This design comes from an exercise in tuning for small area, a short achievable clock period and few clock cycles on the open sky130 flow, not from production work.
RTL that was checked went through simulation tests only; none was proved equivalent to the original.
Power figures rest on the tool's default switching activity, not on a simulated workload.

Design freqcalccore_v1_0_S00_AXI, start of the top module:
module freqcalccore_v1_0_S00_AXI #
	(
		parameter integer FHT_B = 7,
		parameter integer FHT_N = 2 ** FHT_B,
		parameter IDLE = 3'b000,
		parameter PRELOAD = 3'b001,
		parameter PREMULT_1 = 3'b010,
		parameter PREMULT_2 = 3'b011,
		parameter ACCUMULATION = 3'b100,
		parameter SQUARING = 3'b101,
		parameter CONVERSION = 3'b110,
		parameter FIND_MAX = 3'b111,
		parameter integer PDM_DIV = 2,
		parameter integer SAMPLE_DIV = 256,
		parameter integer C_S_AXI_DATA_WIDTH	= 32,
		parameter integer C_S_AXI_ADDR_WIDTH	= 4
	)
	(
		input wire pdm_data,
		output wire pdm_clk,
		output wire pdm_lrsel,
		output wire led0,
		output wire led1,
		input wire  S_AXI_ACLK,
		input wire  S_AXI_ARESETN,
		input wire [C_S_AXI_ADDR_WIDTH-1 : 0] S_AXI_AWADDR,
		input wire [2 : 0] S_AXI_AWPROT,
		input wire  S_AXI_AWVALID,
		output wire  S_AXI_AWREADY,
		input wire [C_S_AXI_DATA_WIDTH-1 : 0] S_AXI_WDATA,
		input wire [(C_S_AXI_DATA_WIDTH/8)-1 : 0] S_AXI_WSTRB,
		input wire  S_AXI_WVALID,
		output wire  S_AXI_WREADY,
		output wire [1 : 0] S_AXI_BRESP,
  ...
clock: 12.0 ns
lec_check: 0
abc_area: 1
cap_margin: 20
core_margin: 2
core_utilization: 50
cts_buf_list: sky130_fd_sc_hd__clkbuf_8
place_density: 0.75
slew_margin: 20
standard.sh (not shown) runs the stock make flow with config.mk's settings and CLKGATE_MAP_FILE= SYNTH_SCRIPT=/design/flow/synth_recipe.tcl, a recipe that flattens the netlist after the stock synthesis.
==> flow/flow/run.sh <==
#!/bin/bash
# Own layout flow: the standard flow (standard.sh, unchanged synthesis), with repair_timing
# aiming at a tighter setup margin so that the layout's reg-to-reg and port paths come out
# shorter; clock tree synthesis with larger sink clusters and without dummy balancing loads;
# and the port buffers (every port still gets one) made of buf_4 cells.  The clock period and
# the constraints are the design's (constraint.sdc).
set -euo pipefail
MARGIN=$(cat flow/margin.txt 2>/dev/null || echo 6)
CTS="-sink_clustering_enable -repair_clock_nets -dont_use_dummy_load -sink_clustering_size 18 -sink_clustering_max_diameter 60 -buf_list sky130_fd_sc_hd__clkbuf_8"
bash standard.sh SETUP_SLACK_MARGIN=$MARGIN TNS_END_PERCENT=100 "CTS_ARGS=$CTS" "BUFFER_PORTS_ARGS=-buffer_cell sky130_fd_sc_hd__buf_4" finish > standard_make.log 2>&1
==> flow/flow/margin.txt <==
7.05
The first run completed with no timing, DRC or antenna violations.
Testbench counts at the start, summed over its fixed seeds: cycles 180.
Edit:
==> flow/flow/run.sh (replaced) <==
#!/bin/bash
# Own layout flow: the standard flow (standard.sh, unchanged synthesis), with repair_timing
# aiming at a tighter setup margin so that the layout's reg-to-reg and port paths come out
# shorter; clock tree synthesis with larger sink clusters and without dummy balancing loads;
# and the port buffers (every port still gets one) made of buf_2 cells.  The clock period and
# the constraints are the design's (constraint.sdc).
set -euo pipefail
MARGIN=$(cat flow/margin.txt 2>/dev/null || echo 6)
CTS="-sink_clustering_enable -repair_clock_nets -dont_use_dummy_load -sink_clustering_size 18 -sink_clustering_max_diameter 60 -buf_list sky130_fd_sc_hd__clkbuf_8"
bash standard.sh SETUP_SLACK_MARGIN=$MARGIN TNS_END_PERCENT=100 "CTS_ARGS=$CTS" "BUFFER_PORTS_ARGS=-buffer_cell sky130_fd_sc_hd__buf_2" finish > standard_make.log 2>&1
==> flow/flow/margin.txt (replaced) <==
6.95
Outcome: Synthesized cell count is unchanged; non-clock buffer count decreases by 23; worst hold slack improves by 0.015 ns; synthesized area is unchanged; wire length came out lower by 2.3%; total power decreases by 0.85%; die area does not change; utilization came out lower by 0.43 points; setup slack gets worse by 0.028 ns; critical path depth does not change; clock skew came out higher by 0.060 ns.
Edit:
==> flow/flow/margin.txt (replaced) <==
6.8
After rerunning: The new run passed the timing, design-rule and antenna checks; sequential share of layout area increases by 0.26 points; core utilization decreases by 0.33 points; non-clock buffer count decreases by 12; flip-flop and latch count does not change; global-route usage decreases by 0.32 points; register-to-register slack gets worse by 0.02 ns; synthesized area is unchanged; routed wire length decreases slightly; power decreases slightly.


Setup of umber:
freqcalccore_v1_0_S00_AXI, a different RTL version from the one above (not shown whole).
For scale: ~6,100 cells after synthesis, roughly 1,300 flip-flops, about 100 I/O pins.
Design freqcalccore_v1_0_S00_AXI, start of the top module:
module freqcalccore_v1_0_S00_AXI #
	(
		parameter integer FHT_B = 7,
		parameter integer FHT_N = 2 ** FHT_B,
		parameter IDLE = 3'b000,
		parameter PRELOAD = 3'b001,
		parameter PREMULT_1 = 3'b010,
		parameter PREMULT_2 = 3'b011,
		parameter ACCUMULATION = 3'b100,
		parameter SQUARING = 3'b101,
		parameter CONVERSION = 3'b110,
		parameter FIND_MAX = 3'b111,
		parameter integer PDM_DIV = 2,
		parameter integer SAMPLE_DIV = 256,
		parameter integer C_S_AXI_DATA_WIDTH	= 32,
		parameter integer C_S_AXI_ADDR_WIDTH	= 4
	)
	(
		input wire pdm_data,
		output wire pdm_clk,
		output wire pdm_lrsel,
		output wire led0,
		output wire led1,
		input wire  S_AXI_ACLK,
		input wire  S_AXI_ARESETN,
		input wire [C_S_AXI_ADDR_WIDTH-1 : 0] S_AXI_AWADDR,
		input wire [2 : 0] S_AXI_AWPROT,
		input wire  S_AXI_AWVALID,
		output wire  S_AXI_AWREADY,
		input wire [C_S_AXI_DATA_WIDTH-1 : 0] S_AXI_WDATA,
		input wire [(C_S_AXI_DATA_WIDTH/8)-1 : 0] S_AXI_WSTRB,
		input wire  S_AXI_WVALID,
		output wire  S_AXI_WREADY,
		output wire [1 : 0] S_AXI_BRESP,
		output wire  S_AXI_BVALID,
		input wire  S_AXI_BREADY,
		input wire [C_S_AXI_ADDR_WIDTH-1 : 0] S_AXI_ARADDR,
		input wire [2 : 0] S_AXI_ARPROT,
		input wire  S_AXI_ARVALID,
		output wire  S_AXI_ARREADY,
		output wire [C_S_AXI_DATA_WIDTH-1 : 0] S_AXI_RDATA,
		output wire [1 : 0] S_AXI_RRESP,
		output wire  S_AXI_RVALID,
		input wire  S_AXI_RREADY
	);
Settings: LEC_CHECK=0, ABC_AREA=1, CAP_MARGIN=20, CORE_MARGIN=2, CORE_UTILIZATION=55, CTS_BUF_LIST=sky130_fd_sc_hd__clkbuf_8, PLACE_DENSITY=0.8, SLEW_MARGIN=20; clock period 12.0 ns.
==> flow/flow/run.sh <==
#!/bin/bash
# Own layout flow: the standard flow (standard.sh, unchanged synthesis), with repair_timing
# aiming at a tighter setup margin so that the layout's reg-to-reg and port paths come out
# shorter; clock tree synthesis with larger sink clusters and without dummy balancing loads;
# and the port buffers (every port still gets one) made of buf_2 cells.  The clock period and
# the constraints are the design's (constraint.sdc).
set -euo pipefail
MARGIN=$(cat flow/margin.txt 2>/dev/null || echo 6)
CTS="-sink_clustering_enable -repair_clock_nets -dont_use_dummy_load -sink_clustering_size 18 -sink_clustering_max_diameter 60 -buf_list sky130_fd_sc_hd__clkbuf_8"
bash standard.sh SETUP_SLACK_MARGIN=$MARGIN TNS_END_PERCENT=100 "CTS_ARGS=$CTS" "BUFFER_PORTS_ARGS=-buffer_cell sky130_fd_sc_hd__buf_2" finish > standard_make.log 2>&1
==> flow/flow/margin.txt <==
6.95
Testbench counts of umber, summed over its fixed seeds: cycles 180.
--- input diff umber..pepper ---
- a change of PLACE_DENSITY from 0.8 to 0.75
- a change of CORE_UTILIZATION from 55 to 50
diff --git a/flow/flow/run.sh b/flow/flow/run.sh
--- a/flow/flow/run.sh
+++ b/flow/flow/run.sh
@@ -7,4 +7,4 @@
 set -euo pipefail
 MARGIN=$(cat flow/margin.txt 2>/dev/null || echo 6)
-CTS="-sink_clustering_enable -repair_clock_nets -dont_use_dummy_load -sink_clustering_size 18 -sink_clustering_max_diameter 60 -buf_list sky130_fd_sc_hd__clkbuf_8"
+CTS="-sink_clustering_enable -repair_clock_nets -dont_use_dummy_load -sink_clustering_size 10 -sink_clustering_max_diameter 45 -sink_clustering_buffer sky130_fd_sc_hd__clkbuf_4 -buf_list sky130_fd_sc_hd__clkbuf_4 sky130_fd_sc_hd__clkbuf_8"
 bash standard.sh SETUP_SLACK_MARGIN=$MARGIN TNS_END_PERCENT=100 "CTS_ARGS=$CTS" "BUFFER_PORTS_ARGS=-buffer_cell sky130_fd_sc_hd__buf_2" finish > standard_make.log 2>&1
==> run summary <==
pepper never completed; the flow aborted with a tool error in clock tree synthesis (4_1_cts).
Re number of cells produced by synthesis: no difference whatsoever between umber and pepper.
Mux contribution to synthesized area came out exactly the same in umber and pepper.
When pepper is measured against umber, its site row count turns out 5 higher.
pepper ended up with a lower pre-CTS setup slack than umber did.
Compare umber and pepper | number of cells after detailed placement lower: umber
On adder and majority cell fraction of the synthesized area, pepper tracks umber almost exactly.
Vertical die dimension, umber and pepper: higher on pepper
pepper -> umber: number of enable flip-flop cells after synthesis delta 0, exact match
Between umber and pepper, the flow reports weighted congestion reported at the end of routability-driven placement increasing by a few percent.
umber -> pepper: total placed instance area increased slightly
Compared with umber, pepper shows a higher die span in x.
Inputs modified between pepper and onyx:
- putting GPL_TIMING_DRIVEN at 0 where nothing was set
diff --git a/flow/flow/run.sh b/flow/flow/run.sh
--- a/flow/flow/run.sh
+++ b/flow/flow/run.sh
@@ -7,4 +7,4 @@
 set -euo pipefail
 MARGIN=$(cat flow/margin.txt 2>/dev/null || echo 6)
-CTS="-sink_clustering_enable -repair_clock_nets -dont_use_dummy_load -sink_clustering_size 10 -sink_clustering_max_diameter 45 -sink_clustering_buffer sky130_fd_sc_hd__clkbuf_4 -buf_list sky130_fd_sc_hd__clkbuf_4 sky130_fd_sc_hd__clkbuf_8"
+CTS="-sink_clustering_enable -repair_clock_nets -dont_use_dummy_load -sink_clustering_size 18 -sink_clustering_max_diameter 60 -buf_list sky130_fd_sc_hd__clkbuf_8"
 bash standard.sh SETUP_SLACK_MARGIN=$MARGIN TNS_END_PERCENT=100 "CTS_ARGS=$CTS" "BUFFER_PORTS_ARGS=-buffer_cell sky130_fd_sc_hd__buf_2" finish > standard_make.log 2>&1
Notes after the runs:
- In summary, onyx completed successfully, with a layout that passed the timing, design-rule and antenna checks.
- Cell area after placement for onyx: about 0.9% up relative to pepper
- Between pepper and onyx, the difference in XOR/XNOR share of the synthesized area is negligible.
- Reported for pepper and onyx, average cell area after synthesis turned out identical to the last digit.
- There was hardly any difference in fraction of the mapped netlist area in compound gates between onyx and pepper.
- Reported for pepper and onyx, synthesized cell count turned out identical to the last digit.
- The pre-CTS worst setup slack of onyx exceeds that of pepper by 490 ps.


Starting RTL as in the previous note.
clock: 12.0 ns
lec_check: 0
abc_area: 1
cap_margin: 20
core_margin: 2
core_utilization: 50
cts_buf_list: sky130_fd_sc_hd__clkbuf_8
place_density: 0.75
slew_margin: 20
==> flow/flow/run.sh <==
#!/bin/bash
# Own layout flow: the standard flow (standard.sh, unchanged synthesis), with repair_timing
# aiming at a tighter setup margin so that the layout's reg-to-reg and port paths come out
# shorter; clock tree synthesis with larger sink clusters and without dummy balancing loads;
# and the port buffers (every port still gets one) made of buf_2 cells.  The clock period and
# the constraints are the design's (constraint.sdc).
set -euo pipefail
MARGIN=$(cat flow/margin.txt 2>/dev/null || echo 6)
CTS="-sink_clustering_enable -repair_clock_nets -dont_use_dummy_load -sink_clustering_size 10 -sink_clustering_max_diameter 45 -sink_clustering_buffer sky130_fd_sc_hd__clkbuf_4 -buf_list {sky130_fd_sc_hd__clkbuf_4 sky130_fd_sc_hd__clkbuf_8}"
bash standard.sh SETUP_SLACK_MARGIN=$MARGIN TNS_END_PERCENT=100 "CTS_ARGS=$CTS" "BUFFER_PORTS_ARGS=-buffer_cell sky130_fd_sc_hd__buf_2" finish > standard_make.log 2>&1
Scripts as last shown in full above: flow/flow/margin.txt
Testbench counts at the start, summed over its fixed seeds: cycles 180.
Edit:
--- a/flow/flow/run.sh
+++ b/flow/flow/run.sh
@@ -7,4 +7,4 @@
 set -euo pipefail
 MARGIN=$(cat flow/margin.txt 2>/dev/null || echo 6)
-CTS="-sink_clustering_enable -repair_clock_nets -dont_use_dummy_load -sink_clustering_size 10 -sink_clustering_max_diameter 45 -sink_clustering_buffer sky130_fd_sc_hd__clkbuf_4 -buf_list {sky130_fd_sc_hd__clkbuf_4 sky130_fd_sc_hd__clkbuf_8}"
+CTS="-sink_clustering_enable -repair_clock_nets -dont_use_dummy_load -sink_clustering_size 12 -sink_clustering_max_diameter 40 -sink_clustering_buffer sky130_fd_sc_hd__clkbuf_4 -buf_list sky130_fd_sc_hd__clkbuf_4 sky130_fd_sc_hd__clkbuf_8"
 bash standard.sh SETUP_SLACK_MARGIN=$MARGIN TNS_END_PERCENT=100 "CTS_ARGS=$CTS" "BUFFER_PORTS_ARGS=-buffer_cell sky130_fd_sc_hd__buf_2" finish > standard_make.log 2>&1
Now the flow aborted during clock tree synthesis with STA-0564. Synthesized area stays the same. Synthesized cell count is unchanged.
Edit:
--- a/flow/flow/run.sh
+++ b/flow/flow/run.sh
@@ -7,4 +7,4 @@
 set -euo pipefail
 MARGIN=$(cat flow/margin.txt 2>/dev/null || echo 6)
-CTS="-sink_clustering_enable -repair_clock_nets -dont_use_dummy_load -sink_clustering_size 12 -sink_clustering_max_diameter 40 -sink_clustering_buffer sky130_fd_sc_hd__clkbuf_4 -buf_list sky130_fd_sc_hd__clkbuf_4 sky130_fd_sc_hd__clkbuf_8"
+CTS="-sink_clustering_enable -repair_clock_nets -dont_use_dummy_load -sink_clustering_size 18 -sink_clustering_max_diameter 60 -buf_list sky130_fd_sc_hd__clkbuf_8"
 bash standard.sh SETUP_SLACK_MARGIN=$MARGIN TNS_END_PERCENT=100 "CTS_ARGS=$CTS" "BUFFER_PORTS_ARGS=-buffer_cell sky130_fd_sc_hd__buf_2" finish > standard_make.log 2>&1
=>
- Now the flow finished clean
- area after synthesis is unchanged
- synthesized cell count is unchanged
Edit:
--- a/flow/config.mk
+++ b/flow/config.mk
@@ -9,6 +9,6 @@
 export CAP_MARGIN = 20
 export CORE_MARGIN = 2
-export CORE_UTILIZATION = 50
+export CORE_UTILIZATION = 45
 export CTS_BUF_LIST = sky130_fd_sc_hd__clkbuf_8
-export PLACE_DENSITY = 0.75
+export PLACE_DENSITY = 0.7
 export SLEW_MARGIN = 20
The changed run completed without violations.
Setup slack degrades by 21 ps.
Maximum frequency fell by 0.42%.
Non-clock buffer count rose by 20.
Design area rose by 0.94%.


Setup of red:
freqcalccore_v1_0_S00_AXI, a different RTL version from the one above (not shown whole).
Size: ~6200 cells after synthesis, about 100 I/O pins, about 60000 um^2 of cells after synthesis.
==> flow/config.mk <==
export PLATFORM = sky130hd
export DESIGN_NAME = freqcalccore_v1_0_S00_AXI
export DESIGN_NICKNAME = freqcalccore_v1_0_S00_AXI
export VERILOG_FILES = /design/flow/design.v
export SDC_FILE = /design/flow/constraint.sdc
export NUM_CORES = 8
export LEC_CHECK = 0
export ABC_AREA = 1
export CAP_MARGIN = 20
export CORE_MARGIN = 2
export CORE_UTILIZATION = 50
export CTS_BUF_LIST = sky130_fd_sc_hd__clkbuf_8
export PLACE_DENSITY = 0.75
export SLEW_MARGIN = 20
==> flow/constraint.sdc <==
create_clock -name core_clock -period 12.0 [get_ports {S_AXI_ACLK}]
set_input_delay 2.4000 -clock core_clock [delete_from_list [all_inputs] [get_ports {S_AXI_ACLK}]]
set_output_delay 2.4000 -clock core_clock [all_outputs]
set_load 0.01 [all_outputs]
==> flow/flow/run.sh <==
#!/bin/bash
# Own layout flow: the standard flow (standard.sh, unchanged synthesis), with repair_timing
# aiming at a tighter setup margin so that the layout's reg-to-reg and port paths come out
# shorter; clock tree synthesis with larger sink clusters and without dummy balancing loads;
# and the port buffers (every port still gets one) made of buf_2 cells.  The clock period and
# the constraints are the design's (constraint.sdc).
set -euo pipefail
MARGIN=$(cat flow/margin.txt 2>/dev/null || echo 6)
CTS="-sink_clustering_enable -repair_clock_nets -dont_use_dummy_load -sink_clustering_size 18 -sink_clustering_max_diameter 60 -buf_list sky130_fd_sc_hd__clkbuf_8"
bash standard.sh SETUP_SLACK_MARGIN=$MARGIN TNS_END_PERCENT=100 "CTS_ARGS=$CTS" "BUFFER_PORTS_ARGS=-buffer_cell sky130_fd_sc_hd__buf_2" finish > standard_make.log 2>&1
==> flow/flow/margin.txt <==
6.8
Input changes introduced in blue (baseline for comparison: red):
==> flow/flow/margin.txt <==
6.95
Findings:
- red and blue ended up with nearly the same arrival time at the worst endpoint.
- The number of nets in the layout reported for blue is greater than that of red by 29.
- Global routing met2 resource utilization (lower): blue
- Relative to red, total power has gone up in blue.
- Reported for red and blue, number of cells on the critical path turned out identical to the last digit.
No run of this note included a check of the RTL's function; only the layout flow was run.

## port drivers added, routing unchanged
How much do the figures lean on ideal ports? The routed layouts below were timed once more, with nothing changed but the port constraints.
Step 1 assumes that a clkbuf_16 drives the clock port and a buf_2 every other input.
Step 2 moves the port delays by t, midway between the first and last clock arrival at a register: inputs arrive t later, outputs are due t later. That takes back most of the time a late clock gives input paths.
a / b / c = ideal ports / drivers / drivers and shift; a / b = the first two.
run | shift t [ns] | setup slack, ns | hold slack, ns | clock arrival spread, ns | worst data-port slew with drivers (ns)
the first run of note 1 | 0.851 | 6.990 / 6.937 / 6.937 | 0.212 / 0.212 / 0.212 | 0.117 / 0.117 | 0.07
the second run of note 1 | 0.815 | 6.963 / 6.931 / 6.931 | 0.227 / 0.227 / 0.227 | 0.176 / 0.175 | 0.04
the third run of note 1 | 0.820 | 6.854 / 6.829 / 6.829 | 0.229 / 0.229 / 0.229 | 0.133 / 0.132 | 0.06
umber | 0.832 | 6.956 / 6.919 / 6.919 | 0.266 / 0.266 / 0.266 | 0.138 / 0.138 | 0.05
onyx | 0.807 | 6.889 / 6.838 / 6.838 | 0.278 / 0.278 / 0.278 | 0.150 / 0.150 | 0.07
the first run of note 3 | 0.929 | 6.981 / 6.948 / 6.948 | 0.280 / 0.280 / 0.280 | 0.117 / 0.118 | 0.05
the third run of note 3 | 0.885 | 6.981 / 6.948 / 6.948 | 0.264 / 0.264 / 0.264 | 0.145 / 0.145 | 0.05
the fourth run of note 3 | 0.863 | 6.960 / 6.934 / 6.934 | 0.264 / 0.264 / 0.264 | 0.190 / 0.189 | 0.06
red | 0.832 | 6.952 / 6.929 / 6.929 | 0.263 / 0.263 / 0.263 | 0.118 / 0.118 | 0.04
blue | 0.838 | 6.963 / 6.937 / 6.937 | 0.259 / 0.259 / 0.259 | 0.111 / 0.111 | 0.05
After both steps setup and hold are still met in every run listed. For the first run of note 1, which loses most, drivers alone change the setup slack by -0.053 ns; drivers and shift together by -0.053 ns.
